What follows belongs to an exercise in optimizing a design on an open flow for small area; a production flow would make more cautious choices. Function was checked by simulation only, so behaviour that the tests miss may differ from the original. Power is estimated from default activity; no workload was simulated.

File: config.mk
export PLATFORM = sky130hd
export DESIGN_NAME = display
export DESIGN_NICKNAME = display
export VERILOG_FILES = /design/flow/design.v
export SDC_FILE = /design/flow/constraint.sdc
export NUM_CORES = 4
export LEC_CHECK = 0
export CAP_MARGIN = 20
export CORE_MARGIN = 2
export CORE_UTILIZATION = 40
export SLEW_MARGIN = 20
File: constraint.sdc
create_clock -name core_clock -period 20.0 [get_ports {clk}]
set_input_delay 4.0000 -clock core_clock [delete_from_list [all_inputs] [get_ports {clk}]]
set_output_delay 4.0000 -clock core_clock [all_outputs]
set_load 0.01 [all_outputs]
File: design.v
module decimal_to_7segment_digit(
	input [3:0] decimal,
	output [6:0] segments
);
	assign segments[6] = (~decimal[0] & ~decimal[2]) | (decimal[0] & ~decimal[1] & decimal[2]) | (decimal[1] & ~decimal[3]) | (~decimal[1] & decimal[3]);  
	assign segments[5] = (~decimal[0] & ~decimal[1]) | (~decimal[2]) | (decimal[0] & decimal[1] & ~decimal[3]);  
	assign segments[4] = (~decimal[1]) | (decimal[0] & ~decimal[2]) | (~decimal[0] & decimal[3]) | (decimal[2] & ~decimal[3]);  
	assign segments[3] = (~decimal[0] & decimal[1]) | (~decimal[0] & ~decimal[2]) | (decimal[1] & ~decimal[2]) | (decimal[0] & ~decimal[1] & decimal[2]);  
	assign segments[2] = (~decimal[0] & decimal[1]) | (~decimal[0] & ~decimal[2]);  
	assign segments[1] = (~decimal[0] & ~decimal[1]) | (~decimal[0] & decimal[2]) | (~decimal[1] & decimal[2]) | (~decimal[2] & decimal[3]);  
	assign segments[0] = (~decimal[0] & decimal[2]) | (~decimal[1] & decimal[2]) | (~decimal[1] & decimal[3]) | (decimal[1] & ~decimal[2] & ~decimal[3]);  
endmodule
module display(
	input wire clk,
	input wire user_btn,
	output wire [2:0] rgb_led,
	output wire digit_anode1,
	output wire digit_anode2,
	output wire digit_anode3,
	output wire digit_anode4,
	output wire segmentA,
	output wire segmentB,
	output wire segmentC,
	output wire segmentD,
	output wire segmentE,
	output wire segmentF,
	output wire segmentG
);
	wire rst = ~user_btn;
	localparam [7:0] TM = 8'haa;
	reg [7:0] ty;
	wire [7:0] tx = ty ^ TM;
	wire tick = ~|tx[6:0];
	wire tz = rst | tick;
	always @(posedge clk)
		ty <= (tz ? 8'h51 : {tx[6:0], tx[7] ^ ~(tx[0] ^ tx[1])}) ^ TM;
	reg [3:0] d;
	wire d_end = d[3] & d[2];       
	wire d_one = d == 4'd1;
	always @(posedge clk) begin
		if (rst | d_end) d <= 0;
		else d <= d + 1'b1;
	end
	reg [1:0] s;
	always @(posedge clk) begin
		if (rst) s <= 0;
		else if (d_end) s <= s + 1'b1;
	end
	reg [3:0] n0, n1y, n2, n3y;
	wire [3:0] n1 = ~n1y;
	wire [3:0] n3 = ~n3y;
	reg cf;       
	reg p;        
	wire [1:0] ph = s + d[1:0];
	wire ones_ent = ph == 2'd0;
	wire thou_ent = ph == 2'd3;
	wire step = tick | p;
	wire n0_10 = n0[3] & n0[1];
	wire ones_step = ones_ent & step;
	wire wrap = ones_step & n0_10;
	wire c_in = ones_ent ? (step & ~n0_10) : cf;
	wire n3_9 = n3[3] & n3[0];
	wire c_out = c_in & n3_9;
	wire [3:0] n3_inc;
	assign n3_inc[0] = ~n3[0];
	assign n3_inc[1] = (~n3[0] & n3[1]) | (n3[0] & ~n3[1] & (~n3[3] | thou_ent));
	assign n3_inc[2] = (~n3[0] & n3[2]) | (~n3[1] & n3[2]) | (n3[0] & n3[1] & ~n3[2]);
	assign n3_inc[3] = (n3[0] & n3[1] & n3[2]) | (~n3[0] & n3[3]) | (n3[3] & thou_ent);
	always @(posedge clk) begin
		if (rst) begin
			n0 <= 0; n2 <= 0; n3y <= 4'hf;
			cf <= 0; p <= 0;
		end else begin
			n0 <= c_in ? n3_inc : n3;
			n2 <= n1;
			n3y <= ~n2;
			cf <= c_out & ~thou_ent;
			p <= step & ~ones_ent;
		end
		if (rst | wrap) n1y <= 4'hf;
		else n1y <= ~n0;
	end
	wire lower9 = (s == 2'd0) | (n1[3] & n1[0] & ((s == 2'd1) |
	              (n2[3] & n2[0] & ((s == 2'd2) | (n3_9)))));
	wire corr = p & lower9;
	wire [3:0] n0_inc;
	assign n0_inc[0] = ~n0[0];
	assign n0_inc[1] = (~n0[0] & n0[1]) | (n0[0] & ~n0[1] & ~n0[3]);
	assign n0_inc[2] = (~n0[0] & n0[2]) | (~n0[1] & n0[2]) | (n0[0] & n0[1] & ~n0[2]);
	assign n0_inc[3] = (n0[0] & n0[1] & n0[2]) | (~n0[0] & n0[3]);
	wire [3:0] sample = corr ? n0_inc : n0;
	reg [3:0] l;
	always @(posedge clk) begin
		if (rst) l <= 4'd15;
		else if (d_one) l <= sample;
	end
	wire [6:0] seg;
	decimal_to_7segment_digit conv (l, seg);
	assign rgb_led = 3'b111;
	assign digit_anode4 = ~(s == 2'd0);
	assign digit_anode3 = ~(s == 2'd1);
	assign digit_anode2 = ~(s == 2'd2);
	assign digit_anode1 = ~(s == 2'd3);
	assign {segmentA, segmentB, segmentC, segmentD, segmentE, segmentF, segmentG} = seg;
endmodule
File: flow/run.sh
#!/bin/bash
# Standard layout, with area-oriented ABC scripts in synthesis (registers
# untouched), smaller port buffers and a smaller clock tree.
set -euo pipefail
W=$PWD
sed -e "s#SYNTH_SCRIPT=[^ ]*#SYNTH_SCRIPT=$W/flow/my_synth.tcl#" standard.sh > my_standard.sh
export MY_FLOW_DIR=$W/flow
export BUFFER_PORTS_ARGS="-buffer_cell sky130_fd_sc_hd__buf_1"
export CTS_ARGS="-sink_clustering_enable -repair_clock_nets -dont_use_dummy_load -buf_list {sky130_fd_sc_hd__clkbuf_2 sky130_fd_sc_hd__clkbuf_4}"
bash my_standard.sh > make_flow.log 2>&1
File: flow/abc_1.script
strash
dc2
dc2
dch -f
amap
topo
File: flow/abc_2.script
strash
&get -n
&deepsyn -T 10
&put
dch -f
amap
topo
File: flow/abc_3.script
strash
&get -n
&deepsyn -T 10 -S 5
&put
dch -f
amap
topo
File: flow/abc_4.script
strash
&get -n
&deepsyn -T 10
&put
dch -f
map -a
topo
File: flow/abc_5.script
strash
&get -n
&deepsyn -T 10 -S 9
&put
dc2
dch -f
amap
topo
File: flow/my_synth.tcl
# The standard flow's synthesis script, with the technology mapping step replaced: ABC
# maps the combinational logic with several area-oriented scripts and the
# smallest result is kept. Registers are not touched.
proc synth {args} { yosys synth -nofsm -noshare {*}$args }
proc extract_fa {args} { }
proc abc {args} {
  set out {}
  set skip 0
  foreach a $args {
    if {$skip} { set skip 0; continue }
    if {$a eq "-script" || $a eq "-D"} { set skip 1; continue }
    lappend out $a
  }
  set libs {}
  foreach lib $::env(LIB_FILES) { lappend libs -liberty $lib }
  yosys design -save pre_abc
  set best -1
  set best_script {}
  set i 0
  foreach script [lsort [glob $::env(MY_FLOW_DIR)/abc_*.script]] {
    incr i
    yosys design -load pre_abc
    yosys abc -script $script {*}$out
    set st_file $::env(RESULTS_DIR)/abc_stat.txt
    yosys tee -q -o $st_file stat {*}$libs
    set fh [open $st_file]
    set st [read $fh]
    close $fh
    regexp {Chip area for module [^:]*: ([0-9.]+)} $st -> area
    puts "MY_ABC $script area $area"
    yosys design -save abc_result_$i
    if {$best < 0 || $area < $best} {
      set best $area
      set best_script $script
      set best_i $i
    }
  }
  puts "MY_ABC best $best_script area $best"
  yosys design -load abc_result_$best_i
}
source $::env(SCRIPTS_DIR)/synth.tcl
# left out here: clear keep_hierarchy, flatten, clean up, hide names made inside functions, write 1_2_yosys.v
File: standard.sh
#!/bin/bash
# synth_recipe.tcl (not shown) runs the flow's synth.tcl, then flattens the netlist and writes it again
# the make line also repeats each setting of config.mk as NAME=value (left out here)
make -C /OpenROAD-flow-scripts/flow DESIGN_CONFIG=/design/flow/config.mk WORK_HOME=/design/flow/orfs CLKGATE_MAP_FILE= SYNTH_SCRIPT=/design/flow/synth_recipe.tcl "${@:-finish}"
==> results.txt, run 1 <==
CTS Buf Count 5; largest net degree at the start of global routing 18; met2 routed WL 1020 um; n_diodes 0; Syn Inst Count 158; Initial Util 42.2%; nature of the critical path endpoint output pin; global-route wire length before repair 4180 um; unique cell type count in the Yosys netlist 23; Final ANT Viol Nets 0; synthesized flop and latch total 36; # nets final 178; Layout Cells excl Fill 218; wire per inst 10.7 um; Row Count 20; setup TNS 0 ns; Critical Path RT 16.00 ns; DPL Wire Length 1710 um; Pre-antenna DRT Iters 4; CTS resizes 0; Routed WL 2340 um; die span in x 61.0 um; H-tree Lvls 2; WL met3 143 um; Post-synth EDFFs 0; overall die height 61.0 um; final hold vios 0; Async SR Flop Fraction 0%; Max-slew headroom 54.1%; Clock transition at path regs 0.10 ns; Vias/cell 4.94; Final setup viols 0; worst min-delay path class register to register; GRT Total Usage 15.8%; number of port buffers 12; full die area 0.00372 mm2; Critical Path Start Type register; fraction of layout cells with a size suffix above 1 2.87%; Tot Pwr 123 uW; Max Slew Vio Count 0; Lkg Pwr 0.000515 uW; Detailed Route Iter0 Violations 35; I/O Pins 16; Final period util 27.1%; Mean Syn Cell Area 8.21 um2; status no timing/DRC/antenna violations; Peak VDD IR 0.0450 mV; crit-path cells clkinv_1, o22ai_1, nor2_1, nor2_1, buf_1; r2r setup slk 17.88 ns; Worst-Skew Late Latency 0.34 ns; most used cell, CP nor2_1; yosys warns 1; post-CTS setup buffer count 0; initial antenna violation count 0; skew final 0.0163 ns; worst-margin pin slew 0.688 ns; GRT overflow 0; clock buffer depth 2; Core ar. 0.00308 mm2; number of global-route vias before repair 977; clock sinks 36; Top Metal Used met4; crit-path max cell delay 0.44 ns; CTS root buf clkbuf_4; # placed instances 213; hold buffer count at CTS 0; RSZ-0062 raised after global routing false; Crit-path slowest cell dfxtp_1; CP Max Fanout 6; max-cap viol count 0; WP data arrival 1.42 ns; Synth Flop Type dfxtp_1; Power Dens Cells 86.7 mW/mm2; Mapped Area 0.00130 mm2; Filler cells 329; Peak Freq 0.185 GHz; via count 1076; Seq/Total Area, Yosys 55.5%; Area growth, synth to finish 9.45%; CP Class register to output pin; min Tclk post-route 5.42 ns; DRC Markers 0; TritonCTS clock tree yes; GPL Wtd Cong 0.791; met1 WL 1130 um
-- cells in the final DEF (no fill, tap or decap), types with 4 or more instances in the layout --
master    Yosys  layout
buf_1         0      12
nand2_1      24      24
a211oi_1      4       4
nor3_1        5       5
clkbuf_4      0       5
clkinv_1     14      14
a21oi_1       6       6
nand3_1       6       6
nor2_1       35      35
dfxtp_1      36      36
o21ai_0       7       7
-- cell families after synthesis --
group | after synthesis | share of synthesized area, %
AND/OR/NAND/NOR | 75 | 23.7
AO/OA/AOI/OAI | 29 | 14.7
other | 1 | 0.289
flip-flops | 36 | 55.5
buffers and inverters | 17 | 5.79
-- state kept, by name, indices dropped and copies added (netlist names) --
| signal | count |
|---|---|
| ty | 8 |
| d | 4 |
| l | 4 |
| n0 | 4 |
| n1y | 4 |
| n2 | 4 |
| n3y | 4 |
| s | 2 |
| cf | 1 |
| p | 1 |
-- worst paths after layout --
kind / from / endpoint / cells after the start
max: l[1] / segmentG / 5
min: n2[2] / n3y[2] / 1
max reg2reg: s[1] / n0[1] / 11
min reg2reg: n2[2] / n3y[2] / 1
-- Yosys cell counts (all sizes together) (2+ instances only) --
library cell | number | area (um2)
dfxtp | 36 | 721
nor4 | 2 | 12.5
o22a | 3 | 26.3
a211oi | 4 | 30.0
o21ai | 7 | 35.0
clkinv | 14 | 52.6
nand3 | 6 | 30.0
a21oi | 6 | 30.0
o22ai | 2 | 12.5
nor2 | 35 | 131
nor3 | 5 | 25.0
a22oi | 2 | 15.0
buf | 3 | 22.5
nand2 | 24 | 90.1
-- layer usage --
layer  up-vias  track usage [%]
met2        22             23.2
met5         -                0
li1        560                -
met3         6             7.04
met1       488             19.9
met4         0             7.14
-- report_power, final --
part	leakage, uW	switching, uW	total [uW]	internal [uW]
combinational	0.000198	8.64	13.6	4.94
sequential	0.000294	2.36	76.8	74.4
clock	0.0000230	21.0	32.7	11.7
-- final cells by class --
type / instances / area [um2] / area share, %
Multi-Input combinational cell: 107 / 509 / 35.9
Sequential cell: 36 / 721 / 50.7
Tap cell: 44 / 55.1 / 3.88
Inverter: 14 / 52.6 / 3.70
Clock buffer: 5 / 37.5 / 2.64
Timing Repair Buffer: 12 / 45.0 / 3.17
-- worst max-delay path: cells and delay by family, from the launching register on --
| family | cells | cell delay (ns) |
|---|---|---|
| DFF | 1 | 0.44 |
| buffers and inverters | 2 | 0.30 |
| AOI/OAI and AO/OA | 1 | 0.21 |
| and+or+nand+nor | 2 | 0.14 |
-- per-stage QoR --
step	hold WS [ns]	setup slack [ns]	utilization, %	cell area [um2]
final	0.379	14.58	46.1	1420
after global routing	0.396	14.45	46.1	1420
after CTS	0.380	14.58	46.1	1420
after detailed placement	0.355	14.29	44.9	1380
after global placement	0.354	14.38	44.9	1380
after floorplan	0.350	15.06	-	1310
==> run 2: changes to the inputs <==
--- a/design.v
+++ b/design.v
@@ -31,8 +31,9 @@
 	reg [7:0] ty;
 	wire [7:0] tx = ty ^ TM;
-	wire tick = ~|tx[6:0];
-	wire tz = rst | tick;
+	wire t52 = ~|tx[5:2];
+	wire tick = tx[6] & t52 & ~tx[1] & ~tx[0];
+	wire win = ~tx[7] & ~tx[6] & t52;
 	always @(posedge clk)
-		ty <= (tz ? 8'h51 : {tx[6:0], tx[7] ^ ~(tx[0] ^ tx[1])}) ^ TM;
+		ty <= ((rst | tick) ? 8'h00 : {tx[6:0], tx[7] ^ ~(tx[2] & tx[6])}) ^ TM;
 	reg [3:0] d;
 	wire d_end = d[3] & d[2];       
@@ -48,49 +49,43 @@
 	end
 	reg [3:0] n0, n1y, n2, n3y;
-	wire [3:0] n1 = ~n1y;
-	wire [3:0] n3 = ~n3y;
 	reg cf;       
-	reg p;        
 	wire [1:0] ph = s + d[1:0];
 	wire ones_ent = ph == 2'd0;
 	wire thou_ent = ph == 2'd3;
-	wire step = tick | p;
-	wire n0_10 = n0[3] & n0[1];
-	wire ones_step = ones_ent & step;
-	wire wrap = ones_step & n0_10;
-	wire c_in = ones_ent ? (step & ~n0_10) : cf;
-	wire n3_9 = n3[3] & n3[0];
+	wire n0_9 = (n0[0] & n0[3]);
+	wire n1_9 = (~n1y[0] & ~n1y[3]);
+	wire n2_9 = (n2[0] & n2[3]);
+	wire n3_9 = (~n3y[0] & ~n3y[3]);
+	wire n0_10 = (n0[1] & n0[3]);
+	wire lower9 = (ph == 2'd0) | (n0_9 & ((ph == 2'd1) | (n1_9 & ((ph == 2'd2) | n2_9))));
+	wire wrap = ones_ent & (tick | win) & n0_10 & ~n3_9;
+	wire c_in = tick ? (lower9 & ~wrap) : (win & (ones_ent ? ~wrap : cf));
 	wire c_out = c_in & n3_9;
 	wire [3:0] n3_inc;
-	assign n3_inc[0] = ~n3[0];
-	assign n3_inc[1] = (~n3[0] & n3[1]) | (n3[0] & ~n3[1] & (~n3[3] | thou_ent));
-	assign n3_inc[2] = (~n3[0] & n3[2]) | (~n3[1] & n3[2]) | (n3[0] & n3[1] & ~n3[2]);
-	assign n3_inc[3] = (n3[0] & n3[1] & n3[2]) | (~n3[0] & n3[3]) | (n3[3] & thou_ent);
+	assign n3_inc[0] = (n3y[0] & n3y[1]) | (n3y[0] & n3y[3]);
+	assign n3_inc[1] = (n3y[0] & ~n3y[1] & n3y[3]) | (~n3y[0] & n3y[1] & n3y[3]) | (~n3y[0] & n3y[1] & thou_ent);
+	assign n3_inc[2] = (n3y[0] & ~n3y[2]) | (n3y[1] & ~n3y[2]) | (~n3y[0] & ~n3y[1] & n3y[2]);
+	assign n3_inc[3] = (~n3y[0] & ~n3y[1] & ~n3y[2]) | (n3y[0] & n3y[1] & ~n3y[3]) | (~n3y[0] & ~n3y[3] & thou_ent);
 	always @(posedge clk) begin
 		if (rst) begin
-			n0 <= 0; n2 <= 0; n3y <= 4'hf;
-			cf <= 0; p <= 0;
+			n0 <= 4'h0; n2 <= 4'h0; n3y <= 4'h5;
+			cf <= 0;
 		end else begin
-			n0 <= c_in ? n3_inc : n3;
-			n2 <= n1;
+			n0 <= c_in ? n3_inc : ~n3y;
+			n2 <= ~n1y;
 			n3y <= ~n2;
 			cf <= c_out & ~thou_ent;
-			p <= step & ~ones_ent;
 		end
 		if (rst | wrap) n1y <= 4'hf;
 		else n1y <= ~n0;
 	end
-	wire lower9 = (s == 2'd0) | (n1[3] & n1[0] & ((s == 2'd1) |
-	              (n2[3] & n2[0] & ((s == 2'd2) | (n3_9)))));
-	wire corr = p & lower9;
-	wire [3:0] n0_inc;
-	assign n0_inc[0] = ~n0[0];
-	assign n0_inc[1] = (~n0[0] & n0[1]) | (n0[0] & ~n0[1] & ~n0[3]);
-	assign n0_inc[2] = (~n0[0] & n0[2]) | (~n0[1] & n0[2]) | (n0[0] & n0[1] & ~n0[2]);
-	assign n0_inc[3] = (n0[0] & n0[1] & n0[2]) | (~n0[0] & n0[3]);
-	wire [3:0] sample = corr ? n0_inc : n0;
+	wire [3:0] sample;
+	assign sample[0] = (n0[0]);
+	assign sample[1] = (n0[1]);
+	assign sample[2] = (n0[2]);
+	assign sample[3] = (n0[3]);
 	reg [3:0] l;
 	always @(posedge clk) begin
-		if (rst) l <= 4'd15;
+		if (rst) l <= 4'hf;
 		else if (d_one) l <= sample;
 	end
--- a/flow/run.sh
+++ b/flow/run.sh
@@ -7,4 +7,5 @@
 export MY_FLOW_DIR=$W/flow
 export BUFFER_PORTS_ARGS="-buffer_cell sky130_fd_sc_hd__buf_1"
-export CTS_ARGS="-sink_clustering_enable -repair_clock_nets -dont_use_dummy_load -buf_list {sky130_fd_sc_hd__clkbuf_2 sky130_fd_sc_hd__clkbuf_4}"
+export CTS_ARGS="-sink_clustering_enable -repair_clock_nets -dont_use_dummy_load -sink_clustering_size 12 -buf_list {sky130_fd_sc_hd__clkbuf_4}"
+export SKIP_REPAIR_TIE_FANOUT=1
 bash my_standard.sh > make_flow.log 2>&1
==> results.txt, run 2 <==
Syn Inst Count 152 (was 158); Max Slew Vio Count 0 (unchanged); Clock transition at path regs 0.10 ns (about the same); CP Max Fanout 7 (was 6); TritonCTS clock tree yes (unchanged); global-route wire length before repair 3840 um (was 4180 um); GRT Total Usage 14.8% (was 15.8%); Filler cells 321 (was 329); WP data arrival 1.62 ns (was 1.42 ns); GRT overflow 0 (unchanged); hold slack 0.374 ns (was 0.379 ns); Peak VDD IR 0.0381 mV (was 0.0450 mV); clock sinks 35 (was 36); # nets final 170 (was 178); CTS resizes 0 (unchanged); Final Core Density 45.5% (was 46.1%); CTS Buf Count 5 (unchanged); largest net degree at the start of global routing 16 (was 18); die span in x 60.5 um (was 61.0 um); Crit-path slowest cell dfxtp_1 (unchanged); Vias/cell 4.90 (was 4.94); Worst-Skew Late Latency 0.33 ns (was 0.34 ns); yosys warns 1 (unchanged); Mean Syn Cell Area 8.39 um2 (was 8.21 um2); synth cell count leaders nor2_1 (36), dfxtp_1 (35), nand2_1 (17) (was dfxtp_1 (36), nor2_1 (35), nand2_1 (24)); Final ANT Viol Nets 0 (unchanged); Initial Util 41.8% (was 42.2%); synthesized flop and latch total 35 (was 36); Synth Flop Type dfxtp_1 (unchanged); Lkg Pwr 0.000512 uW (was 0.000515 uW); Area growth, synth to finish 9.03% (was 9.45%); DP Worst Slack 14.31 ns (was 14.29 ns); overall die height 60.5 um (was 61.0 um); Seq/Total Area, Yosys 55.0% (was 55.5%); most frequent cells in the layout nor2_1 (36), dfxtp_1 (35), nand2_1 (17) (was dfxtp_1 (36), nor2_1 (35), nand2_1 (24)); Row Count 20 (unchanged); CP Class register to output pin (unchanged); Routed WL 2260 um (was 2340 um); full die area 0.00365 mm2 (was 0.00372 mm2); top-count cell post-synth nor2_1 (was dfxtp_1); DRC Markers 0 (unchanged); unique cell type count in the Yosys netlist 22 (was 23); Final setup viols 0 (unchanged); Pre-antenna DRT Iters 4 (unchanged); final worst slack 14.38 ns (was 14.58 ns); Mapped Area 0.00127 mm2 (was 0.00130 mm2); n_diodes 0 (unchanged); Power Dens Cells 88.3 mW/mm2 (was 86.7 mW/mm2); Critical Path Start Type register (unchanged); hold buffer count at CTS 0 (unchanged); status no timing/DRC/antenna violations (unchanged); CTS root buf clkbuf_4 (unchanged); Max-slew headroom 65.2% (was 54.1%); fraction of layout cells with a size suffix above 1 3.01% (was 2.87%); via count 1028 (was 1076); Synth area leaders dfxtp_1 (55%), nor2_1 (11%), nand2_1 (5.0%), clkinv_1 (3.5%), a21oi_1 (2.7%) (was dfxtp_1 (56%), nor2_1 (10%), nand2_1 (6.9%), clkinv_1 (4.1%), o21ai_0 (2.7%)); nature of the critical path endpoint output pin (unchanged); Post-synth EDFFs 0 (unchanged); crit-path leading delay family flip-flops (unchanged); dominant cell type by area after synthesis dfxtp_1 (unchanged); CP bufs+invs 2 (unchanged); final hold vios 0 (unchanged); max reg flops 8 (unchanged); largest register by flop count ty (unchanged); RSZ-0062 raised after global routing false (unchanged); wire per inst 10.7 um (about the same); setup TNS 0 ns (unchanged); area share of the largest cell type after synthesis 55.0% (was 55.5%); Peak Freq 0.178 GHz (was 0.185 GHz); post-CTS setup buffer count 0 (unchanged); max-cap viol count 0 (unchanged); GPL Wtd Cong 0.830 (was 0.791); worst min-delay path class register to register (unchanged); Final period util 28.1% (was 27.1%); number of port buffers 12 (unchanged); clock buffer depth 2 (unchanged); Async SR Flop Fraction 0% (unchanged); Core ar. 0.00305 mm2 (was 0.00308 mm2); crit-path max cell delay 0.46 ns (was 0.44 ns); worst-margin pin slew 0.517 ns (was 0.688 ns); number of global-route vias before repair 933 (was 977); H-tree Lvls 2 (unchanged); initial antenna violation count 0 (unchanged); min Tclk post-route 5.62 ns (was 5.42 ns); Detailed Route Iter0 Violations 23 (was 35); I/O Pins 16 (unchanged); Critical Path RT 16.00 ns (about the same); skew final 0.0164 ns (was 0.0163 ns); crit-path cells clkinv_1, nor3_1, o22ai_1, buf_1 (was clkinv_1, o22ai_1, nor2_1, nor2_1, buf_1); commonest non-fill, non-tap cell in the layout nor2_1 (was dfxtp_1); DPL Wire Length 1690 um (was 1710 um)
## run 2: changes by cell type in the layout (fill, tap and decap cells not counted), moves of 2 or more
cell and delta:
clkinv_1 -2, o21a_1 +3, conb_1 -2, o21ai_0 -3, nor2b_1 +4, nand2_1 -7, a22oi_1 -2, nor4b_1 +2
## run 2: final cells by class
cell class                      count  area, um2  share of cell area, %
Tap cell                           44       55.1                   3.96
Multi-Input combinational cell    102        507                   36.5
Sequential cell                    35        701                   50.4
Clock buffer                        5       37.5                   2.70
Timing Repair Buffer               12       45.0                   3.24
Inverter                           12       45.0                   3.24
## run 2: cell families after synthesis
logic type             Yosys count  synth area share, %
AOI/OAI and AO/OA               27                 14.2
buffers and inverters           15                 5.30
DFF                             35                 55.0
other                            1                0.294
and+or+nand+nor                 74                 25.2
## run 2: worst paths after layout
| check | start | end | slack, ns | cells past startpoint |
|---|---|---|---|---|
| setup / recovery | l[0] | segmentC | 14.38 | 4 |
| hold / removal | n2[0] | n3y[0] | 0.37 | 1 |
| setup reg to reg | s[1] | n0[3] | 17.57 | 15 |
| hold reg to reg | n2[0] | n3y[0] | 0.37 | 1 |
## run 2: routing by layer
| layer | vias to the layer above | part of all wire, % | global-route usage (%) |
|---|---|---|---|
| met5 | - | 0 | 0 |
| met4 | 0 | 3.2 | 9.01 |
| met3 | 9 | 4.7 | 7.04 |
| met2 | 16 | 45 | 22.2 |
| met1 | 465 | 47 | 17.2 |
| li1 | 538 | - | - |
## run 2: worst reg2reg max path, cell delays in order, from the launching register on
cell and delay (ns):
dfxtp_1 0.42, clkinv_1 0.14, o22ai_1 0.22, a21oi_1 0.13
nor2b_1 0.24, a21oi_1 0.07, nor4b_1 0.33, nor2_1 0.07
nor2_1 0.18, nand2_1 0.13, clkinv_1 0.08, nor2b_1 0.05
nor2_1 0.09, nor2_1 0.05, nor2_1 0.10, nor2_1 0.04
## run 2: per-stage QoR
stage	instances	instance area, um2	power, uW
2_1_floorplan	152	1270	88.1
3_3_place_gp	205	1350	92.0
3_5_place_dp	205	1350	92.4
4_1_cts	210	1390	124
5_1_grt	210	1390	129
6_report	210	1390	123
## run 2: where the power goes
group / total, uW / internal (uW) / switching, uW
Sequential: 75.8 / 72.8 / 2.99
Combinational: 15.0 / 5.71 / 9.24
Clock: 32.0 / 11.7 / 20.3
Total: 123 / 90.3 / 32.5
==> run 3: changes to the inputs <==
--- a/flow/run.sh
+++ b/flow/run.sh
@@ -7,5 +7,5 @@
 export MY_FLOW_DIR=$W/flow
 export BUFFER_PORTS_ARGS="-buffer_cell sky130_fd_sc_hd__buf_1"
-export CTS_ARGS="-sink_clustering_enable -repair_clock_nets -dont_use_dummy_load -sink_clustering_size 12 -buf_list {sky130_fd_sc_hd__clkbuf_4}"
+export CTS_ARGS="-repair_clock_nets -dont_use_dummy_load -wire_unit 200 -buf_list {sky130_fd_sc_hd__clkbuf_8}"
 export SKIP_REPAIR_TIE_FANOUT=1
 bash my_standard.sh > make_flow.log 2>&1
==> results.txt, run 3 <==
fraction of layout cells with a size suffix above 1 3.01% (unchanged); GRT Total Usage 14.6% (was 14.8%); hold buffer count at CTS 0 (unchanged); Synth Area in Adders 0% (unchanged); Area growth, synth to finish 11.5% (was 9.03%); CTS Buf Count 5 (unchanged); met1 global-route usage 17.1% (was 17.2%); Detailed Route Iter0 Violations 32 (was 23); Routed WL 2250 um (was 2260 um); Critical Path RT 16.00 ns (about the same); dominant cell type by area after synthesis dfxtp_1 (unchanged); Mean Syn Cell Area 8.39 um2 (unchanged); full die area 0.00365 mm2 (unchanged); # nets final 170 (unchanged); DPL Wire Length 1690 um (unchanged); Seq/Total Area, Yosys 55.0% (unchanged); TritonCTS clock tree yes (unchanged); setup TNS 0 ns (unchanged); GPL Wtd Cong 0.830 (unchanged); Mapped Area 0.00127 mm2 (unchanged); Worst-Skew Late Latency 0.28 ns (was 0.33 ns); most frequent cells in the layout nor2_1 (36), dfxtp_1 (35), nand2_1 (17) (unchanged); Row Count 20 (unchanged); worst min-delay path class register to register (unchanged); DRC Markers 0 (unchanged); post-CTS setup buffer count 0 (unchanged); I/O Pins 16 (unchanged); post-synthesis mux area share 0% (unchanged); Lkg Pwr 0.000525 uW (was 0.000512 uW); area share of the largest cell type after synthesis 55.0% (unchanged); CTS resizes 0 (unchanged); Max Slew Vio Count 0 (unchanged); synth cell count leaders nor2_1 (36), dfxtp_1 (35), nand2_1 (17) (unchanged); multi-input logic area 507 um2 (unchanged); Final setup viols 0 (unchanged); Final period util 27.8% (was 28.1%); Final ANT Viol Nets 0 (unchanged); overall die height 60.5 um (unchanged); register area 701 um2 (unchanged); largest net degree at the start of global routing 16 (unchanged); initial antenna violation count 0 (unchanged); max-cap viol count 0 (unchanged); unique cell type count in the Yosys netlist 22 (unchanged); Filler cells 319 (was 321); Synth area leaders dfxtp_1 (55%), nor2_1 (11%), nand2_1 (5.0%), clkinv_1 (3.5%), a21oi_1 (2.7%) (unchanged); Post-synth EDFFs 0 (unchanged); CP Max Fanout 7 (unchanged); crit-path leading delay family flip-flops (unchanged); largest family of logic cells by synthesized area simple AND/OR/NAND/NOR gates (unchanged); Max-slew headroom 64.9% (was 65.2%); commonest non-fill, non-tap cell in the layout nor2_1 (unchanged); Initial Util 41.8% (unchanged); global-route wire length before repair 3830 um (was 3840 um); die span in x 60.5 um (unchanged); Clock transition at path regs 0.06 ns (was 0.10 ns); simple logic cell fraction of the synthesized area 25.2% (unchanged); CP bufs+invs 2 (unchanged); Crit-path slowest cell dfxtp_1 (unchanged); synthesized flop and latch total 35 (unchanged); crit-path max cell delay 0.45 ns (was 0.46 ns); Pre-antenna DRT Iters 4 (unchanged); Critical Path Start Type register (unchanged); number of global-route vias before repair 948 (was 933); via count 1030 (was 1028); met2 usage 22.7% (was 22.2%); Synth Flop Type dfxtp_1 (unchanged); Peak VDD IR 0.0390 mV (was 0.0381 mV); nature of the critical path endpoint output pin (unchanged); Peak Freq 0.180 GHz (was 0.178 GHz); crit-path cells clkinv_1, nor3_1, o22ai_1, buf_1 (unchanged); clock sinks 35 (unchanged); busiest metal layer after global routing met2 (unchanged); wire per inst 10.7 um (about the same); GRT overflow 0 (unchanged); RSZ-0062 raised after global routing false (unchanged); complex-gate fraction of the synthesized area 14.2% (unchanged); grt met3 use 6.40% (was 7.04%); top-count cell post-synth nor2_1 (unchanged); number of port buffers 12 (unchanged); max reg flops 8 (unchanged); Final Core Density 46.6% (was 45.5%); yosys warns 1 (unchanged); n_diodes 0 (unchanged); CTS root buf clkbuf_8 (was clkbuf_4); CP Class register to output pin (unchanged); Power Dens Cells 94.8 mW/mm2 (was 88.3 mW/mm2); Syn Inst Count 152 (unchanged); skew final 0.00947 ns (was 0.0164 ns); final hold vios 0 (unchanged); min Tclk post-route 5.56 ns (was 5.62 ns); XOR/XNOR Fraction of Synth Area 0% (unchanged); Async SR Flop Fraction 0% (unchanged); clock buffer depth 2 (unchanged); Vias/cell 4.90 (about the same); Core ar. 0.00305 mm2 (unchanged); WP data arrival 1.56 ns (was 1.62 ns); status no timing/DRC/antenna violations (unchanged); H-tree Lvls 2 (unchanged); worst-margin pin slew 0.521 ns (was 0.517 ns); largest register by flop count ty (unchanged)
run 3: metal layers:
| layer | vias to the layer above | part of all wire (%) | wire [um] |
|---|---|---|---|
| li1 | 537 | - | - |
| met1 | 468 | 47 | 1050 |
| met2 | 17 | 46 | 1030 |
| met3 | 8 | 4.8 | 107 |
| met4 | 0 | 2.8 | 64 |
| met5 | - | 0 | 0 |
run 3: cell families (layout without fill, tap and decap cells):
family	count (synthesis)	in the layout
buf+inv	15	29
compound gates	27	27
simple gates	74	74
flops	35	35
other cells	1	1
run 3: final timing paths:
check	to	slack, ns	start	cells past startpoint
worst min register to register	n2[1]	0.37	n1y[1]	1
worst min-delay path	n2[1]	0.37	n1y[1]	1
worst max-delay path	segmentC	14.44	l[0]	4
worst max register to register	n0[3]	17.57	s[1]	15
run 3: final cells by class:
type,instances,share of cell area [%]
multi-input combinational,102,35.7
timing repair buffer,12,3.17
clock buffer,5,4.84
sequential,35,49.3
tap,44,3.87
inverter,12,3.17
run 3: through the flow:
stage	power (uW)	hold slack (ns)	instances	instance area (um2)	worst slack, ns
global placement	92.0	0.358	205	1350	14.38
finish	135	0.374	210	1420	14.44
CTS	136	0.376	210	1420	14.43
detailed placement	92.4	0.362	205	1350	14.31
floorplan	88.1	0.350	152	1270	14.98
global route	141	0.392	210	1420	14.32
run 3: worst reg2reg max path, delay by kind of cell, from the launching register on:
kind                   cells  cell delay, ns
AOI/OAI and AO/OA          3            0.41
buffers and inverters      2            0.21
DFF                        1            0.41
and+or+nand+nor           10            1.28
run 3: power breakdown:
part	leakage, uW	internal (uW)	total (uW)	switching, uW
registers	0.000287	73.0	76.0	3.02
logic	0.000202	5.71	15.0	9.26
clock network	0.0000359	22.4	43.8	21.4
==> run 4: changes to the inputs <==
--- a/flow/run.sh
+++ b/flow/run.sh
@@ -7,5 +7,5 @@
 export MY_FLOW_DIR=$W/flow
 export BUFFER_PORTS_ARGS="-buffer_cell sky130_fd_sc_hd__buf_1"
-export CTS_ARGS="-repair_clock_nets -dont_use_dummy_load -wire_unit 200 -buf_list {sky130_fd_sc_hd__clkbuf_8}"
+export CTS_ARGS="-sink_clustering_enable -sink_clustering_levels 1 -sink_clustering_size 40 -sink_clustering_max_diameter 1000 -repair_clock_nets -dont_use_dummy_load -buf_list {sky130_fd_sc_hd__clkbuf_8}"
 export SKIP_REPAIR_TIE_FANOUT=1
 bash my_standard.sh > make_flow.log 2>&1
==> results.txt, run 4 <==
CTS Buf Count 5 (unchanged); DPL Wire Length 1690 um (unchanged); # nets final 170 (unchanged); Pre-antenna DRT Iters 4 (unchanged); Detailed Route Iter0 Violations 32 (unchanged); Critical Path Start Type register (unchanged); Peak VDD IR 0.0390 mV (unchanged); nature of the critical path endpoint output pin (unchanged); DRC Markers 0 (unchanged); Synth Flop Type dfxtp_1 (unchanged); most frequent cells in the layout nor2_1 (36), dfxtp_1 (35), nand2_1 (17) (unchanged); DP Worst Slack 14.31 ns (unchanged); fraction of layout cells with a size suffix above 1 3.01% (unchanged); setup TNS 0 ns (unchanged); R2R Path Start s[1] (unchanged); Initial Util 41.8% (unchanged); synth cell count leaders nor2_1 (36), dfxtp_1 (35), nand2_1 (17) (unchanged); status no timing/DRC/antenna violations (unchanged); Clock transition at path regs 0.06 ns (about the same); overall die height 60.5 um (unchanged); Post-synth EDFFs 0 (unchanged); clock sinks 35 (unchanged); Critical Path RT 16.00 ns (about the same); final hold vios 0 (unchanged); multi-input logic area 507 um2 (unchanged); register area 701 um2 (unchanged); worst min-delay path class register to register (unchanged); Row Count 20 (unchanged); Hold Path Origin n1y[1] (unchanged); CTS root buf clkbuf_8 (unchanged); Worst Hold Depth 1 (unchanged); CP Class register to output pin (unchanged); via count 1030 (unchanged); Power Dens Cells 94.8 mW/mm2 (unchanged); Area growth, synth to finish 11.5% (unchanged); r2r setup slk 17.57 ns (about the same); TritonCTS clock tree yes (unchanged); GRT overflow 0 (unchanged); capture point of the worst reg-to-reg path n0[3] (unchanged); initial antenna violation count 0 (unchanged); die span in x 60.5 um (unchanged); GPL Wtd Cong 0.830 (unchanged); post-CTS setup buffer count 0 (unchanged); Vias/cell 4.90 (unchanged); number of global-route vias before repair 948 (unchanged); max reg flops 8 (unchanged); placed cell areas 0.00135 mm2 (unchanged); Peak Freq 0.180 GHz (unchanged); skew final 0.00947 ns (unchanged); crit-path cells clkinv_1, nor3_1, o22ai_1, buf_1 (unchanged); crit-path max cell delay 0.45 ns (about the same); commonest non-fill, non-tap cell in the layout nor2_1 (unchanged); CTS resizes 0 (unchanged); wire per inst 10.7 um (unchanged); yosys warns 1 (unchanged); Filler cells 319 (unchanged); max-cap viol count 0 (unchanged); Routed WL 2250 um (unchanged); Worst R2R Path Depth 15 (unchanged); full die area 0.00365 mm2 (unchanged); WP data arrival 1.56 ns (about the same); Syn Inst Count 152 (unchanged); n_diodes 0 (unchanged); dominant cell type by area after synthesis dfxtp_1 (unchanged); Async SR Flop Fraction 0% (unchanged); Max Slew Vio Count 0 (unchanged); Worst-Skew Late Latency 0.28 ns (about the same); Mean Syn Cell Area 8.39 um2 (unchanged); min Tclk post-route 5.56 ns (unchanged); Final period util 27.8% (unchanged); RSZ-0062 raised after global routing false (unchanged); Core ar. 0.00305 mm2 (unchanged); fin area 0.00142 mm2 (unchanged); Final setup viols 0 (unchanged); global-route wire length before repair 3830 um (unchanged); Synth area leaders dfxtp_1 (55%), nor2_1 (11%), nand2_1 (5.0%), clkinv_1 (3.5%), a21oi_1 (2.7%) (unchanged); Seq/Total Area, Yosys 55.0% (unchanged); largest register by flop count ty (unchanged); Mapped Area 0.00127 mm2 (unchanged); largest net degree at the start of global routing 16 (unchanged); hold path endpoint n2[1] (unchanged); # placed instances 205 (unchanged); I/O Pins 16 (unchanged); H-tree Lvls 2 (unchanged); hold buffer count at CTS 0 (unchanged); Lkg Pwr 0.000525 uW (unchanged); unique cell type count in the Yosys netlist 22 (unchanged); synthesized flop and latch total 35 (unchanged); top-count cell post-synth nor2_1 (unchanged); GRT Total Usage 14.6% (unchanged); clock buffer depth 2 (unchanged); Crit-path slowest cell dfxtp_1 (unchanged); Max-slew headroom 64.9% (unchanged); number of port buffers 12 (unchanged); final worst slack 14.44 ns (unchanged); CP Max Fanout 7 (unchanged); Final ANT Viol Nets 0 (unchanged); Tot Pwr 135 uW (unchanged); worst-margin pin slew 0.521 ns (unchanged); Layout Cells excl Fill 210 (unchanged); area share of the largest cell type after synthesis 55.0% (unchanged)
==> run 4: area by class of cell <==
class	count	area share, %
timing repair buffer	12	3.17
tap	44	3.87
multi-input combinational	102	35.7
inverter	12	3.17
sequential	35	49.3
clock buffer	5	4.84
==> run 4: logic make-up after synthesis <==
group                  after synthesis  synth area share (%)
flip-flops                          35                  55.0
buffers and inverters               15                  5.30
AO/OA/AOI/OAI                       27                  14.2
AND/OR/NAND/NOR                     74                  25.2
other                                1                 0.294
==> run 4: metal layers <==
| metal | GRT usage [%] | routed length, um | vias up |
|---|---|---|---|
| met5 | 0 | 0 | - |
| li1 | - | - | 537 |
| met4 | 8.07 | 64 | 0 |
| met2 | 22.7 | 1030 | 17 |
| met3 | 6.40 | 107 | 8 |
| met1 | 17.1 | 1050 | 468 |
==> run 4: worst max path at each step <==
stage              from  endpoint  slack [ns]  cells after the start
6_report           l[0]  segmentC       14.44                      4
3_3_place_gp   user_btn     ty[0]       14.38                      5
3_5_place_dp   user_btn     ty[0]       14.31                      5
5_1_grt            l[0]  segmentC       14.32                      4
2_1_floorplan      l[0]  segmentC       14.98                      3
4_1_cts            l[0]  segmentC       14.43                      4
==> run 4: per-stage QoR <==
step	util (%)	hold slack (ns)
finish	46.6	0.374
global route	46.6	0.392
CTS	46.6	0.376
detailed placement	44.3	0.362
global placement	44.3	0.358
floorplan	-	0.350
==> run 4: power by group <==
| group | switching [uW] | leakage (uW) | internal [uW] |
|---|---|---|---|
| registers | 3.02 | 0.000287 | 73.0 |
| logic | 9.26 | 0.000202 | 5.71 |
| clock network | 21.4 | 0.0000359 | 22.4 |
==> run 4: worst max-delay path, delay by kind of cell, from the launching register on <==
| family | cells | cell delay, ns |
|---|---|---|
| flip-flops | 1 | 0.45 |
| buffers and inverters | 2 | 0.30 |
| AO/OA/AOI/OAI | 1 | 0.15 |
| AND/OR/NAND/NOR | 1 | 0.38 |
==> run 5: changes to the inputs <==
==> flow/run.sh (replaced) <==
#!/bin/bash
# Standard layout, with area-oriented ABC scripts in synthesis (registers
# untouched), smaller port buffers and a smaller clock tree.
set -euo pipefail
W=$PWD
sed -e "s#SYNTH_SCRIPT=[^ ]*#SYNTH_SCRIPT=$W/flow/my_synth.tcl#" standard.sh > my_standard.sh
export MY_FLOW_DIR=$W/flow
export BUFFER_PORTS_ARGS="-buffer_cell sky130_fd_sc_hd__buf_1"
export CTS_ARGS="-sink_clustering_enable -repair_clock_nets -dont_use_dummy_load -buf_list {sky130_fd_sc_hd__clkbuf_2 sky130_fd_sc_hd__clkbuf_4}"
bash my_standard.sh > make_flow.log 2>&1
==> results.txt, run 5 <==
setup TNS 0 ns (unchanged); GRT Total Usage 15.2% (was 14.6%); skew final 0.0306 ns (was 0.00947 ns); Synth area leaders dfxtp_1 (55%), nor2_1 (11%), nand2_1 (5.0%), clkinv_1 (3.5%), a21oi_1 (2.7%) (unchanged); Peak Freq 0.179 GHz (was 0.180 GHz); Crit-path slowest cell dfxtp_1 (unchanged); synth cell count leaders nor2_1 (36), dfxtp_1 (35), nand2_1 (17) (unchanged); met1 global-route usage 19.4% (was 17.1%); Worst-Skew Late Latency 0.34 ns (was 0.28 ns); Clk network pwr share 25.9% (was 32.5%); dominant cell type by area after synthesis dfxtp_1 (unchanged); Initial Util 41.8% (unchanged); Peak VDD IR 0.0432 mV (was 0.0390 mV); min Tclk post-route 5.58 ns (was 5.56 ns); Max Slew Vio Count 0 (unchanged); worst-margin pin slew 0.552 ns (was 0.521 ns); status no timing/DRC/antenna violations (unchanged); I/O Pins 16 (unchanged); DP Worst Slack 14.33 ns (was 14.31 ns); yosys warns 1 (unchanged); CP Class register to output pin (unchanged); unique cell type count in the Yosys netlist 22 (unchanged); post-CTS setup buffer count 0 (unchanged); Row Count 20 (unchanged); Critical Path RT 16.00 ns (about the same); Final setup viols 0 (unchanged); clock sinks 35 (unchanged); n_diodes 0 (unchanged); worst min-delay path class register to register (unchanged); sw frac 26.3% (was 25.0%); Post-synth EDFFs 0 (unchanged); number of port buffers 12 (unchanged); Vias/cell 4.78 (was 4.90); final hold vios 0 (unchanged); via count 1014 (was 1030); Routed WL 2240 um (was 2250 um); Flop pwr share 62.0% (was 56.4%); GRT overflow 0 (unchanged); Final ANT Viol Nets 0 (unchanged); Area growth, synth to finish 9.62% (was 11.5%); Mapped Area 0.00127 mm2 (unchanged); crit-path leading delay family flip-flops (unchanged); DRC Markers 0 (unchanged); synthesized flop and latch total 35 (unchanged); Max-slew headroom 62.7% (was 64.9%); initial antenna violation count 0 (unchanged); clock buffer depth 2 (unchanged); max reg flops 8 (unchanged); final worst slack 14.42 ns (was 14.44 ns); Syn Inst Count 152 (unchanged); CP bufs+invs 2 (unchanged); Comb pwr share 12.1% (was 11.1%); Pre-antenna DRT Iters 4 (unchanged); CTS root buf clkbuf_4 (was clkbuf_8); # nets final 172 (was 170); most frequent cells in the layout nor2_1 (36), dfxtp_1 (35), nand2_1 (17) (unchanged); Final period util 27.9% (was 27.8%); full die area 0.00365 mm2 (unchanged); RSZ-0062 raised after global routing false (unchanged); TritonCTS clock tree yes (unchanged); max-cap viol count 0 (unchanged); hold buffer count at CTS 0 (unchanged); DPL Wire Length 1700 um (was 1690 um); Synth Flop Type dfxtp_1 (unchanged); Clock transition at path regs 0.11 ns (was 0.06 ns); Switching Power 32.2 uW (was 33.7 uW); global-route wire length before repair 3970 um (was 3830 um); grt met3 use 7.04% (was 6.40%); Seq/Total Area, Yosys 55.0% (unchanged); die span in x 60.5 um (unchanged); CTS resizes 0 (unchanged); Detailed Route Iter0 Violations 25 (was 32); CTS Buf Count 5 (unchanged); number of global-route vias before repair 915 (was 948); busiest metal layer after global routing met2 (unchanged); Lkg Pwr 0.000519 uW (was 0.000525 uW); overall die height 60.5 um (unchanged); wire per inst 10.6 um (was 10.7 um); commonest non-fill, non-tap cell in the layout nor2_1 (unchanged); CP Max Fanout 7 (unchanged); crit-path max cell delay 0.45 ns (about the same); crit-path cells clkinv_1, nor3_1, o22ai_1, buf_1 (unchanged); fraction of layout cells with a size suffix above 1 2.98% (was 3.01%); area share of the largest cell type after synthesis 55.0% (unchanged); Power Dens Cells 87.6 mW/mm2 (was 94.8 mW/mm2); met2 usage 22.2% (was 22.7%); Async SR Flop Fraction 0% (unchanged); nature of the critical path endpoint output pin (unchanged); Critical Path Start Type register (unchanged); Core ar. 0.00305 mm2 (unchanged); Mean Syn Cell Area 8.39 um2 (unchanged); top-count cell post-synth nor2_1 (unchanged); WP data arrival 1.58 ns (was 1.56 ns); largest net degree at the start of global routing 16 (unchanged); H-tree Lvls 2 (unchanged); largest register by flop count ty (unchanged); GPL Wtd Cong 0.716 (was 0.830); Pint 90.3 uW (was 101 uW)
run 5: path summary, 6_finish.rpt:
kind | startpoint | to | slack (ns) | depth (start not counted)
max | l[0] | segmentC | 14.42 | 4
min | n2[2] | n3y[2] | 0.36 | 1
max reg2reg | s[1] | n0[3] | 17.65 | 15
min reg2reg | n2[2] | n3y[2] | 0.36 | 1
run 5: routing by layer:
layer  vias up  routed length [um]
met5         -                   0
met4         0                  42
met3         5                  83
met1       458                1100
met2         7                1020
li1        544                   -
run 5: layout make-up:
type	instances	area, um2
clock buffers	5	37.5
fillers	311	1660
inverters	12	45.0
multi-input cells	104	514
flip-flops and latches	35	701
well taps	44	55.1
repair buffers	12	45.0
run 5: power by group through the flow:
stage          combinational [uW]  clock [uW]  sequential, uW
6_report                     14.8        31.7            75.9
5_1_grt                      17.2        36.8            76.5
4_1_cts                      14.9        32.9            75.9
3_5_place_dp                 14.9           0            77.5
3_3_place_gp                 14.7           0            77.5
2_1_floorplan                11.5           0            76.6
run 5: cells by family after synthesis:
kind of cell	count (synthesis)	synth area share, %
and+or+nand+nor	74	25.2
DFF	35	55.0
AOI/OAI and AO/OA	27	14.2
buffers and inverters	15	5.30
other	1	0.294
run 5: per-stage QoR:
stage	hold slack, ns	cell area [um2]	util [%]	cells	total power, uW
finish	0.362	1400	45.8	212	122
global route	0.375	1400	45.8	212	130
CTS	0.367	1400	45.8	212	124
detailed placement	0.363	1360	44.5	207	92.4
global placement	0.362	1360	44.5	207	92.2
floorplan	0.350	1280	-	154	88.1
==> run 6: changes to the inputs <==
--- a/flow/run.sh
+++ b/flow/run.sh
@@ -7,4 +7,4 @@
 export MY_FLOW_DIR=$W/flow
 export BUFFER_PORTS_ARGS="-buffer_cell sky130_fd_sc_hd__buf_1"
-export CTS_ARGS="-sink_clustering_enable -repair_clock_nets -dont_use_dummy_load -buf_list {sky130_fd_sc_hd__clkbuf_2 sky130_fd_sc_hd__clkbuf_4}"
+export CTS_ARGS="-sink_clustering_enable -repair_clock_nets -dont_use_dummy_load -sink_clustering_size 8 -root_buf sky130_fd_sc_hd__clkbuf_4 -sink_clustering_buffer sky130_fd_sc_hd__clkbuf_2 -buf_list {sky130_fd_sc_hd__clkbuf_2 sky130_fd_sc_hd__clkbuf_4}"
 bash my_standard.sh > make_flow.log 2>&1
==> results.txt, run 6 <==
largest register by flop count ty (unchanged); worst min-delay path class register to register (unchanged); I/O Pins 16 (unchanged); capture point of the worst reg-to-reg path n0[3] (unchanged); overall die height 60.5 um (unchanged); skew final 0.0306 ns (unchanged); Switching Power 32.2 uW (unchanged); final worst slack 14.42 ns (unchanged); GRT Total Usage 15.2% (unchanged); Power Dens Cells 87.6 mW/mm2 (unchanged); CTS resizes 0 (unchanged); r2r setup slk 17.65 ns (about the same); wire per inst 10.6 um (unchanged); nature of the critical path endpoint output pin (unchanged); area share of the largest cell type after synthesis 55.0% (unchanged); Routed WL 2240 um (unchanged); unique cell type count in the Yosys netlist 22 (unchanged); Clk network pwr share 25.9% (about the same); Peak VDD IR 0.0432 mV (unchanged); Synth area leaders dfxtp_1 (55%), nor2_1 (11%), nand2_1 (5.0%), clkinv_1 (3.5%), a21oi_1 (2.7%) (unchanged); number of global-route vias before repair 915 (unchanged); Worst Hold Depth 1 (unchanged); RSZ-0062 raised after global routing false (unchanged); R2R Path Start s[1] (unchanged); min Tclk post-route 5.58 ns (unchanged); CP Max Fanout 7 (unchanged); H-tree Lvls 2 (unchanged); Synth Flop Type dfxtp_1 (unchanged); initial antenna violation count 0 (unchanged); Row Count 20 (unchanged); status no timing/DRC/antenna violations (unchanged); Seq/Total Area, Yosys 55.0% (unchanged); synth cell count leaders nor2_1 (36), dfxtp_1 (35), nand2_1 (17) (unchanged); Syn Inst Count 152 (unchanged); TritonCTS clock tree yes (unchanged); Max Slew Vio Count 0 (unchanged); Pint 90.3 uW (unchanged); Vias/cell 4.78 (unchanged); worst-margin pin slew 0.552 ns (unchanged); synthesized flop and latch total 35 (unchanged); Crit-path slowest cell dfxtp_1 (unchanged); Mapped Area 0.00127 mm2 (unchanged); Async SR Flop Fraction 0% (unchanged); hold path endpoint n3y[2] (unchanged); Hold Path Origin n2[2] (unchanged); clock sinks 35 (unchanged); max reg flops 8 (unchanged); Final setup viols 0 (unchanged); crit-path max cell delay 0.45 ns (about the same); number of port buffers 12 (unchanged); DPL Wire Length 1700 um (unchanged); Flop pwr share 62.0% (about the same); crit-path cells clkinv_1, nor3_1, o22ai_1, buf_1 (unchanged); Worst-Skew Late Latency 0.34 ns (about the same); clock buffer depth 2 (unchanged); Clock transition at path regs 0.11 ns (about the same); Worst R2R Path Depth 15 (unchanged); CTS Buf Count 5 (unchanged); Comb pwr share 12.1% (about the same); Critical Path RT 16.00 ns (about the same); dominant cell type by area after synthesis dfxtp_1 (unchanged); die span in x 60.5 um (unchanged); Area growth, synth to finish 9.62% (unchanged); Final Core Density 45.8% (unchanged); Final ANT Viol Nets 0 (unchanged); DP Worst Slack 14.33 ns (unchanged); sw frac 26.3% (unchanged); Peak Freq 0.179 GHz (unchanged); final hold vios 0 (unchanged); Max-slew headroom 62.7% (unchanged); n_diodes 0 (unchanged); GPL Wtd Cong 0.716 (unchanged); Lkg Pwr 0.000519 uW (unchanged); most frequent cells in the layout nor2_1 (36), dfxtp_1 (35), nand2_1 (17) (unchanged); post-CTS setup buffer count 0 (unchanged); WP data arrival 1.58 ns (about the same); Core ar. 0.00305 mm2 (unchanged); # nets final 172 (unchanged); global-route wire length before repair 3970 um (unchanged); Initial Util 41.8% (unchanged); yosys warns 1 (unchanged); fraction of layout cells with a size suffix above 1 2.98% (unchanged); setup TNS 0 ns (unchanged); GRT overflow 0 (unchanged); Pre-antenna DRT Iters 4 (unchanged); Mean Syn Cell Area 8.39 um2 (unchanged); CTS root buf clkbuf_4 (unchanged); Critical Path Start Type register (unchanged); Detailed Route Iter0 Violations 25 (unchanged); full die area 0.00365 mm2 (unchanged); via count 1014 (unchanged); top-count cell post-synth nor2_1 (unchanged); commonest non-fill, non-tap cell in the layout nor2_1 (unchanged); max-cap viol count 0 (unchanged); largest net degree at the start of global routing 16 (unchanged); Final period util 27.9% (unchanged); DRC Markers 0 (unchanged); Post-synth EDFFs 0 (unchanged); hold buffer count at CTS 0 (unchanged); CP Class register to output pin (unchanged)
## run 6: cell counts after synthesis
No cell type changed its count.
## run 6: worst max-delay path by stage
stage	slack (ns)	endpoint	start
final	14.42	segmentC	l[0]
after detailed placement	14.33	ty[0]	user_btn
after global placement	14.41	ty[0]	user_btn
after CTS	14.41	segmentC	l[0]
after global routing	14.29	segmentC	l[0]
after floorplan	14.98	segmentC	l[0]
## run 6: logic make-up after synthesis
family	Yosys count	synth area share (%)
compound gates	27	14.2
buf+inv	15	5.30
flops	35	55.0
other cells	1	0.294
simple gates	74	25.2
## run 6: critical path, delay by kind of cell (launching register included)
family / cells / cell delay [ns]
buffers and inverters: 2 / 0.28
AND/OR/NAND/NOR: 1 / 0.38
flip-flops: 1 / 0.45
AO/OA/AOI/OAI: 1 / 0.15
## run 6: cell type report
type                       count  area, um2
clock buffer                   5       37.5
sequential                    35        701
fill                         311       1660
multi-input combinational    104        514
inverter                      12       45.0
timing repair buffer          12       45.0
tap                           44       55.1
## run 6: metal layers
| layer | share of wire [%] | up-vias | track usage (%) |
|---|---|---|---|
| met5 | 0 | - | 0 |
| met3 | 3.7 | 5 | 7.04 |
| met2 | 45 | 7 | 22.2 |
| met1 | 49 | 458 | 19.4 |
| met4 | 1.9 | 0 | 6.52 |
| li1 | - | 544 | - |
## run 6: power by group through the flow
stage          sequential [uW]  combinational, uW  clock (uW)
4_1_cts                   75.9               14.9        32.9
3_3_place_gp              77.5               14.7           0
3_5_place_dp              77.5               14.9           0
5_1_grt                   76.5               17.2        36.8
6_report                  75.9               14.8        31.7
2_1_floorplan             76.6               11.5           0
## run 6: stage by stage
step,cells,cell area (um2),hold WS (ns),total power (uW)
6_report,212,1400,0.362,122
5_1_grt,212,1400,0.375,130
2_1_floorplan,154,1280,0.350,88.1
4_1_cts,212,1400,0.367,124
3_5_place_dp,207,1360,0.363,92.4
3_3_place_gp,207,1360,0.362,92.2
==> run 7: changes to the inputs <==
--- a/design.v
+++ b/design.v
@@ -3,11 +3,11 @@
 	output [6:0] segments
 );
-	assign segments[6] = (~decimal[0] & ~decimal[2]) | (decimal[0] & ~decimal[1] & decimal[2]) | (decimal[1] & ~decimal[3]) | (~decimal[1] & decimal[3]);  
-	assign segments[5] = (~decimal[0] & ~decimal[1]) | (~decimal[2]) | (decimal[0] & decimal[1] & ~decimal[3]);  
-	assign segments[4] = (~decimal[1]) | (decimal[0] & ~decimal[2]) | (~decimal[0] & decimal[3]) | (decimal[2] & ~decimal[3]);  
-	assign segments[3] = (~decimal[0] & decimal[1]) | (~decimal[0] & ~decimal[2]) | (decimal[1] & ~decimal[2]) | (decimal[0] & ~decimal[1] & decimal[2]);  
+	assign segments[6] = (decimal[1]) | (~decimal[0] & ~decimal[2]) | (~decimal[2] & decimal[3]);  
+	assign segments[5] = (decimal[0] & ~decimal[1]) | (~decimal[2]) | (decimal[0] & ~decimal[3]);  
+	assign segments[4] = (decimal[0]) | (~decimal[1] & ~decimal[2]) | (decimal[1] & decimal[2]);  
+	assign segments[3] = (~decimal[0] & decimal[1]) | (~decimal[0] & ~decimal[2]) | (decimal[1] & ~decimal[2]) | (decimal[1] & decimal[3]);  
 	assign segments[2] = (~decimal[0] & decimal[1]) | (~decimal[0] & ~decimal[2]);  
-	assign segments[1] = (~decimal[0] & ~decimal[1]) | (~decimal[0] & decimal[2]) | (~decimal[1] & decimal[2]) | (~decimal[2] & decimal[3]);  
-	assign segments[0] = (~decimal[0] & decimal[2]) | (~decimal[1] & decimal[2]) | (~decimal[1] & decimal[3]) | (decimal[1] & ~decimal[2] & ~decimal[3]);  
+	assign segments[1] = (~decimal[0] & ~decimal[1] & ~decimal[2]) | (~decimal[0] & decimal[1] & decimal[2]) | (decimal[3]);  
+	assign segments[0] = (~decimal[0] & decimal[1]) | (decimal[1] & ~decimal[2]) | (decimal[3]);  
 endmodule
 module display(
@@ -81,11 +81,11 @@
 	end
 	wire [3:0] sample;
-	assign sample[0] = (n0[0]);
-	assign sample[1] = (n0[1]);
+	assign sample[0] = (n0[0]) | (~n0[1] & n0[2]);
+	assign sample[1] = (n0[0] & n0[2]) | (n0[1] & ~n0[3]);
 	assign sample[2] = (n0[2]);
-	assign sample[3] = (n0[3]);
+	assign sample[3] = (~n0[1] & n0[2]) | (~n0[1] & n0[3]);
 	reg [3:0] l;
 	always @(posedge clk) begin
-		if (rst) l <= 4'hf;
+		if (rst) l <= 4'h4;
 		else if (d_one) l <= sample;
 	end
==> flow/run.sh (replaced) <==
#!/bin/bash
# Standard layout, with area-oriented ABC scripts in synthesis (registers
# untouched), smaller port buffers, a smaller clock tree, and one tie cell
# for the constant outputs.
set -euo pipefail
W=$PWD
sed -e "s#SYNTH_SCRIPT=[^ ]*#SYNTH_SCRIPT=$W/flow/my_synth.tcl#" standard.sh > my_standard.sh
export MY_FLOW_DIR=$W/flow
export BUFFER_PORTS_ARGS="-buffer_cell sky130_fd_sc_hd__buf_1"
export CTS_ARGS="-sink_clustering_enable -repair_clock_nets -dont_use_dummy_load -buf_list {sky130_fd_sc_hd__clkbuf_2 sky130_fd_sc_hd__clkbuf_4}"
export SKIP_REPAIR_TIE_FANOUT=1
bash my_standard.sh > make_flow.log 2>&1
==> flow/abc_x08.script (new file) <==
strash
&get -n
&deepsyn -T 8 -S 2
&put
dc2
dch -f
amap
topo
==> flow/abc_x10.script (new file) <==
strash
&get -n
&deepsyn -T 8 -S 3
&put
dch -f
amap
topo
==> flow/abc_x11.script (new file) <==
strash
&get -n
&deepsyn -T 8 -S 3
&put
dc2
dch -f
amap
topo
==> flow/abc_x12.script (new file) <==
strash
&get -n
&deepsyn -T 8 -S 3
&put
dch -f
map -a
topo
==> flow/abc_x22.script (new file) <==
strash
&get -n
&deepsyn -T 8 -S 7
&put
dch -f
amap
topo
==> results.txt, run 7 <==
Lkg Pwr 0.000497 uW (was 0.000519 uW); Peak Freq 0.178 GHz (was 0.179 GHz); largest net degree at the start of global routing 18 (was 16); via count 1025 (was 1014); full die area 0.00360 mm2 (was 0.00365 mm2); Final period util 28.1% (was 27.9%); GPL Wtd Cong 0.754 (was 0.716); Core ar. 0.00303 mm2 (was 0.00305 mm2); CP Max Fanout 17 (was 7); status no timing/DRC/antenna violations (unchanged); n_diodes 0 (unchanged); Syn Inst Count 149 (was 152); number of global-route vias before repair 911 (was 915); Worst-Skew Late Latency 0.33 ns (was 0.34 ns); Seq/Total Area, Yosys 55.9% (was 55.0%); min Tclk post-route 5.62 ns (was 5.58 ns); Initial Util 41.4% (was 41.8%); commonest non-fill, non-tap cell in the layout dfxtp_1 (was nor2_1); worst-margin pin slew 0.530 ns (was 0.552 ns); crit-path leading delay family simple AND/OR/NAND/NOR gates (was flip-flops); r2r setup slk 17.49 ns (was 17.65 ns); Tot Pwr 118 uW (was 122 uW); Max Slew Vio Count 0 (unchanged); Row Count 20 (unchanged); Mapped Area 0.00125 mm2 (was 0.00127 mm2); Area growth, synth to finish 9.18% (was 9.62%); Critical Path RT 20.21 ns (was 16.00 ns); Pre-antenna DRT Iters 4 (unchanged); Detailed Route Iter0 Violations 55 (was 25); CTS Buf Count 5 (unchanged); most frequent cells in the layout dfxtp_1 (35), nor2_1 (32), nand2_1 (21) (was nor2_1 (36), dfxtp_1 (35), nand2_1 (17)); wire per inst 10.6 um (about the same); Clock transition at path regs 0.10 ns (was 0.11 ns); largest register by flop count ty (unchanged); Hold Path Origin n2[1] (was n2[2]); Max-slew headroom 64.1% (was 62.7%); crit-path max cell delay 0.54 ns (was 0.45 ns); Filler cells 321 (was 311); max-cap viol count 0 (unchanged); CP Class input pin to register (was register to output pin); final hold vios 0 (unchanged); Routed WL 2200 um (was 2240 um); worst min-delay path class register to register (unchanged); # nets final 167 (was 172); H-tree Lvls 2 (unchanged); Final setup viols 0 (unchanged); unique cell type count in the Yosys netlist 25 (was 22); Mean Syn Cell Area 8.41 um2 (was 8.39 um2); Synth Flop Type dfxtp_1 (unchanged); global-route wire length before repair 3890 um (was 3970 um); clock sinks 35 (unchanged); Post-synth EDFFs 0 (unchanged); CTS resizes 0 (unchanged); DRC Markers 0 (unchanged); hold buffer count at CTS 0 (unchanged); GRT overflow 0 (unchanged); nature of the critical path endpoint register (was output pin); synth cell count leaders dfxtp_1 (35), nor2_1 (32), nand2_1 (21) (was nor2_1 (36), dfxtp_1 (35), nand2_1 (17)); post-CTS setup buffer count 0 (unchanged); Synth area leaders dfxtp_1 (56%), nor2_1 (9.6%), nand2_1 (6.3%), clkinv_1 (4.2%), a211oi_1 (3.6%) (was dfxtp_1 (55%), nor2_1 (11%), nand2_1 (5.0%), clkinv_1 (3.5%), a21oi_1 (2.7%)); R2R Path Start ty[2] (was s[1]); number of port buffers 12 (unchanged); area share of the largest cell type after synthesis 55.9% (was 55.0%); setup TNS 0 ns (unchanged); TritonCTS clock tree yes (unchanged); yosys warns 1 (unchanged); fraction of layout cells with a size suffix above 1 3.07% (was 2.98%); top-count cell post-synth dfxtp_1 (was nor2_1); RSZ-0062 raised after global routing false (unchanged); skew final 0.0175 ns (was 0.0306 ns); Crit-path slowest cell or3_1 (was dfxtp_1); synthesized flop and latch total 35 (unchanged); Final ANT Viol Nets 0 (unchanged); Critical Path Start Type input pin (was register); Power Dens Cells 86.5 mW/mm2 (was 87.6 mW/mm2); I/O Pins 16 (unchanged); GRT Total Usage 15.2% (about the same); clock buffer depth 2 (unchanged); DPL Wire Length 1690 um (was 1700 um); CTS root buf clkbuf_4 (unchanged); max reg flops 8 (unchanged); WP data arrival 5.83 ns (was 1.58 ns); CP startpoint user_btn (was l[0]); overall die height 60.0 um (was 60.5 um); Layout Cells excl Fill 207 (was 212); most used cell, CP nor2_1; dominant cell type by area after synthesis dfxtp_1 (unchanged); initial antenna violation count 0 (unchanged); Vias/cell 4.95 (was 4.78); # placed instances 202 (was 207); crit-path cells buf_1, clkinv_1, or3_1, nor4_1, a211oi_1, nor2_1, nor2_1 (was clkinv_1, nor3_1, o22ai_1, buf_1); CP bufs+invs 2 (unchanged); die span in x 60.0 um (was 60.5 um); Peak VDD IR 0.0319 mV (was 0.0432 mV); Async SR Flop Fraction 0% (unchanged)
[run 7: cell types whose count changed after synthesis, sizes merged, moves of 3 or more]
| cell | delta |
|---|---|
| nor2b | -3 |
| nor2 | -4 |
| o22a | -3 |
| a21oi | -3 |
| nand3 | -3 |
| a211oi | +3 |
| nand2 | +4 |
[run 7: worst paths after layout]
check	endpoint	cells after the start
worst max-delay path	n0[3]	7
worst min register to register	n3y[1]	1
worst max register to register	n0[3]	11
worst min-delay path	n3y[1]	1
[run 7: cell families after synthesis]
kind of cell	count (synthesis)	share of synthesized area [%]
compound gates	29	15.4
buf+inv	17	5.99
flops	35	55.9
other cells	1	0.299
simple gates	67	22.5
[run 7: final cells by class]
| class | count | area (um2) | share of cell area, % |
|---|---|---|---|
| multi-input cells | 97 | 478 | 34.9 |
| well taps | 44 | 55.1 | 4.02 |
| flip-flops and latches | 35 | 701 | 51.2 |
| clock buffers | 5 | 37.5 | 2.74 |
| inverters | 14 | 52.6 | 3.84 |
| repair buffers | 12 | 45.0 | 3.29 |
[run 7: power breakdown]
group          total, uW  switching [uW]  internal (uW)
sequential          75.1            2.49           72.6
clock               31.4            19.7           11.7
combinational       11.9            7.67           4.23
total                118            29.8           88.6
[run 7: metrics by stage]
stage / hold slack (ns) / setup WS (ns) / instance area (um2) / util [%]
2_1_floorplan: 0.350 / 14.70 / 1250 / -
3_3_place_gp: 0.360 / 14.21 / 1330 / 44.0
3_5_place_dp: 0.358 / 14.07 / 1330 / 44.0
4_1_cts: 0.364 / 14.40 / 1370 / 45.2
5_1_grt: 0.374 / 14.14 / 1370 / 45.2
6_report: 0.357 / 14.38 / 1370 / 45.2
[run 7: metal layers]
layer	vias to the layer above	wire (um)	track usage, %
met4	0	31	6.67
met3	4	135	6.49
met5	-	0	0
met2	25	1020	24.2
met1	459	1010	17.7
li1	537	-	-

[re-timing with driven ports]
In the flow no input, the clock included, has a driving cell. The finished layouts below were timed again as built, in two steps. Step 1: set_driving_cell puts a clkbuf_16 on clk and a buf_2 on each other input, an assumption about the parent block. Step 2 adds t to the input delays and takes it off the output delays; t is the mean of the earliest and latest rising clock arrival at the registers after step 1. Input paths then give back, and output paths get back, about the clock's delay inside the block. Three values: ideal ports, drivers, drivers and shift; two values: the first two.
run	shift t [ns]	setup WS [ns]	worst data-port slew with drivers (ns)
run 1	0.349	14.585 / 14.564 / 14.315	0.03
run 2	0.344	14.382 / 14.360 / 14.332	0.03
run 3	0.300	14.439 / 14.415 / 14.311	0.03
run 4	0.300	14.439 / 14.415 / 14.311	0.03
run 5	0.348	14.416 / 14.394 / 14.361	0.03
run 6	0.348	14.416 / 14.394 / 14.361	0.03
run 7	0.345	14.379 / 14.375 / 14.030	0.03
After both steps every run listed still meets setup and hold. The setup slack of run 7, which loses most, moves by -0.004 ns with the drivers and by -0.349 ns with both steps.
